Background: an optimization exercise with open tools, aiming at small area, a short achievable clock period and few clock cycles per item. Do not read the settings as production practice. The RTL was checked by simulation tests, not by an equivalence proof against the original design. Power figures rest on the tool's default switching activity, not on a simulated workload.

==> flow/design.v (excerpt) <==
module booth_multiplier(clk, reset_n, multiplier, multiplicand, op_start, op_clear, result, op_done);
==> flow/config.mk <==
export PLATFORM = sky130hd
export DESIGN_NAME = booth_multiplier
export DESIGN_NICKNAME = booth_multiplier
export VERILOG_FILES = /design/flow/design.v
export SDC_FILE = /design/flow/constraint.sdc
export NUM_CORES = 4
export LEC_CHECK = 0
export CAP_MARGIN = 20
export CORE_MARGIN = 2
export CORE_UTILIZATION = 60
export CTS_CLUSTER_DIAMETER = 100
export CTS_CLUSTER_SIZE = 20
export SETUP_SLACK_MARGIN = 3.3
export SLEW_MARGIN = 20
export SYNTH_HIERARCHICAL = 1
==> flow/constraint.sdc <==
create_clock -name core_clock -period 6.0 [get_ports {clk}]
set_input_delay 1.2000 -clock core_clock [delete_from_list [all_inputs] [get_ports {clk}]]
set_output_delay 1.2000 -clock core_clock [all_outputs]
set_load 0.01 [all_outputs]
standard.sh (not shown) runs the stock make flow with config.mk's settings and CLKGATE_MAP_FILE= SYNTH_SCRIPT=/design/flow/synth_recipe.tcl, a recipe that flattens the netlist after the stock synthesis.
==> flow/flow/run.sh <==
#!/bin/bash
# Standard layout with two changes: the port buffers are plain buffers (buf_2)
# instead of delay buffers, and synthesis leaves adders to abc (no full-adder
# cells). Registers are untouched by either change.
bash standard.sh ADDER_MAP_FILE= "BUFFER_PORTS_ARGS=-buffer_cell sky130_fd_sc_hd__buf_2" finish > standard.log 2>&1
The baseline finished with timing, DRC and antenna clean.
Testbench counts at the start, summed over its fixed seeds: cycles 5,760, items 480.
Change:
--- a/flow/config.mk
+++ b/flow/config.mk
@@ -10 +10 @@
-export CORE_UTILIZATION = 60
+export CORE_UTILIZATION = 40
@@ -12,2 +12,2 @@
-export CTS_CLUSTER_SIZE = 20
-export SETUP_SLACK_MARGIN = 3.3
+export CTS_CLUSTER_SIZE = 24
+export SETUP_SLACK_MARGIN = 3.4
Result:
- The new run finished clean
- final area climbs by 3.5%
- register-to-register slack improved by 0.07 ns
- worst setup slack improved by 0.067 ns
- global-route usage drops by 9.9 points
- worst hold slack got worse by 0.017 ns
- utilization drops by 21 points
- via count barely changes
- synthesized cell count does not change
- critical path depth drops by 1
- total power climbs by 3.0%
- die area climbs by 49%
Change:
--- a/flow/config.mk
+++ b/flow/config.mk
@@ -10 +10 @@
-export CORE_UTILIZATION = 40
+export CORE_UTILIZATION = 50
@@ -12,2 +12,2 @@
-export CTS_CLUSTER_SIZE = 24
-export SETUP_SLACK_MARGIN = 3.4
+export CTS_CLUSTER_SIZE = 20
+export SETUP_SLACK_MARGIN = 3.3
Result:
- register-to-register slack gains 0.02 ns
- worst hold slack gains 0.0051 ns
- clock skew stays flat
- core utilization grows by 10 points
- synthesized cell count stays the same
- clock power went down by about 10%
- die area fell by 20%
- worst setup slack gains 0.020 ns
- routed wire length goes down by 7.8%
- area after synthesis is unchanged
- first-iteration DRC count decreases by 9.4%
Change:
--- a/flow/config.mk
+++ b/flow/config.mk
@@ -10,4 +10,2 @@
-export CORE_UTILIZATION = 50
-export CTS_CLUSTER_DIAMETER = 100
-export CTS_CLUSTER_SIZE = 20
-export SETUP_SLACK_MARGIN = 3.3
+export CORE_UTILIZATION = 40
+export SETUP_SLACK_MARGIN = 3.4
Outcome: The changed run finished with timing, DRC and antenna clean; sequential power stays flat; utilization fell by 9.2 points; wire length rose by 8.6%; via count rose by about 3%; die area rose by about 25%; total power rose by about 7%; combinational power barely changes; setup slack hardly moves.
Change:
--- a/flow/config.mk
+++ b/flow/config.mk
@@ -7,0 +8 @@
+export ABC_AREA = 1
@@ -10,2 +11,4 @@
-export CORE_UTILIZATION = 40
-export SETUP_SLACK_MARGIN = 3.4
+export CORE_UTILIZATION = 50
+export CTS_CLUSTER_DIAMETER = 100
+export CTS_CLUSTER_SIZE = 20
+export SETUP_SLACK_MARGIN = 3.3
=>
- sequential cell count does not change
- setup slack improved by 0.13 ns
- cell area rose by about a fifth
- wire length rose by a quarter to a third
- total power fell by roughly a tenth
- sequential power barely changes
- final cell count rose by well over a third
Change:
--- a/flow/config.mk
+++ b/flow/config.mk
@@ -8 +7,0 @@
-export ABC_AREA = 1
@@ -11,0 +11 @@
+export CTS_BUF_LIST = sky130_fd_sc_hd__clkbuf_4 sky130_fd_sc_hd__clkbuf_8 sky130_fd_sc_hd__clkbuf_16
The changed run completed with no timing, DRC or antenna violations. Synthesized area shrinks by 18%. Die area drops by 18%. Routed wire length decreases by 27%. Cell area shrinks by 16%. Hold slack gains 0.035 ns. Utilization went up by 1.3 points. Combinational power came out higher by about 9%. Non-clock buffer count went up by 35. Sequential cell count stays the same.

========
Another version of the RTL of booth_multiplier (not shown whole).
Size: roughly 2100 cells after synthesis.
clock: 6.0 ns
lec_check: 0
cap_margin: 20
core_margin: 2
core_utilization: 40
setup_slack_margin: 3.3
slew_margin: 20
synth_hierarchical: 1
run.sh (not shown) runs the stock make flow with config.mk's settings and CLKGATE_MAP_FILE= SYNTH_SCRIPT=/design/flow/synth_recipe.tcl, a recipe that flattens the netlist after the stock synthesis.
Stock flow here: none of the scripts above is used.
The baseline completed with no timing, DRC or antenna violations.
Testbench counts at the start, summed over its fixed seeds: cycles 5,760, items 480.
Then changed:
==> flow/flow/run.sh (new file) <==
#!/bin/bash
# Standard layout with two changes: the port buffers are plain buffers (buf_2)
# instead of delay buffers, and synthesis leaves adders to abc (no full-adder
# cells). Registers are untouched by either change.
bash standard.sh ADDER_MAP_FILE= "BUFFER_PORTS_ARGS=-buffer_cell sky130_fd_sc_hd__buf_2" finish > standard.log 2>&1
==> flow/standard.sh (new file) <==
#!/bin/bash
# synth_recipe.tcl (not shown) runs the flow's synth.tcl, then flattens the netlist and writes it again
# the make line also repeats each setting of config.mk as NAME=value (left out here)
make -C /OpenROAD-flow-scripts/flow DESIGN_CONFIG=/design/flow/config.mk WORK_HOME=/design/flow/orfs CLKGATE_MAP_FILE= SYNTH_SCRIPT=/design/flow/synth_recipe.tcl "${@:-finish}"
Settings changed: SETUP_SLACK_MARGIN 3.3 to 3.55.
removed: flow/run.sh
Setup slack improved by 0.063 ns. Register-to-register slack gains 0.06 ns. Total power goes up by 23%. Core utilization came out lower by 7.3 points. Clock skew grows by 0.012 ns. Synthesized area is higher by 21%. Wire length goes up by 14%. Non-clock buffer count shrinks by 56. Die area came out higher by 21%.
Then changed:
Settings changed: SETUP_SLACK_MARGIN 3.55 to 3.3.
- global-route usage went down by 0.70 points
- total power went down by about 1.7%
- first-iteration DRC count is higher by 11%
- die area stays the same
- clock power fell by about 2%
- worst setup slack gets better by 0.12 ns
- wire length drops by about 4.5%
- area after synthesis does not change
- sequential share of layout area goes up by 0.54 points
- clock-buffer cell count drops by 5
- critical path depth does not change
Then changed:
Settings changed: PLACE_DENSITY set to 0.7.
Outcome: The changed run completed without violations; critical path depth climbs by 1; routed wire length drops by 3.1%; clock skew stays flat; final area hardly moves; clock-buffer cell count went down by 1; worst setup slack got worse by 0.026 ns; total power falls by 1.7%; worst hold slack gets better by 0.011 ns; final cell count is about the same.

## afterwards: timing with drivers on the ports
No port has a modelled driver above. Below, the same layouts with a new extraction and two added sets of constraints. Step 1, drivers: a clkbuf_16 drives clk and a buf_2 each remaining input, both assumed. Step 2, shift: input delay + t, output delay - t, t = (earliest + latest rising clock arrival at the registers) / 2. This alone moves slack from input paths to output paths. Slacks: ideal / step 1 / step 2; pairs: ideal / step 1.
| run | t (ns) | setup WS [ns] | worst setup path after step 2 | latest minus earliest clock arrival (ns) |
|---|---|---|---|---|
| the first run of note 1 | 0.621 | 3.268 / 3.268 / 3.268 | register to register | 0.039 / 0.039 |
| the second run of note 1 | 0.623 | 3.335 / 3.335 / 3.335 | register to register | 0.042 / 0.042 |
| the third run of note 1 | 0.616 | 3.355 / 3.355 / 3.355 | register to register | 0.044 / 0.044 |
| the fourth run of note 1 | 0.622 | 3.355 / 3.355 / 3.355 | register to register | 0.023 / 0.022 |
| the fifth run of note 1 | 0.663 | 3.487 / 3.447 / 3.487 | register to register | 0.038 / 0.037 |
| the sixth run of note 1 | 0.619 | 3.355 / 3.355 / 3.355 | register to register | 0.038 / 0.039 |
| the first run of note 2 | 0.623 | 3.162 / 3.162 / 3.162 | register to register | 0.030 / 0.030 |
| the second run of note 2 | 0.654 | 3.225 / 3.225 / 3.225 | register to register | 0.042 / 0.042 |
| the third run of note 2 | 0.646 | 3.341 / 3.327 / 3.328 | input to register | 0.031 / 0.032 |
| the fourth run of note 2 | 0.649 | 3.316 / 3.316 / 3.316 | register to register | 0.033 / 0.033 |
After both steps setup and hold are still met in every run listed. The setup slack of the third run of note 2, which loses most, moves by -0.014 ns with the drivers and by -0.013 ns with both steps.
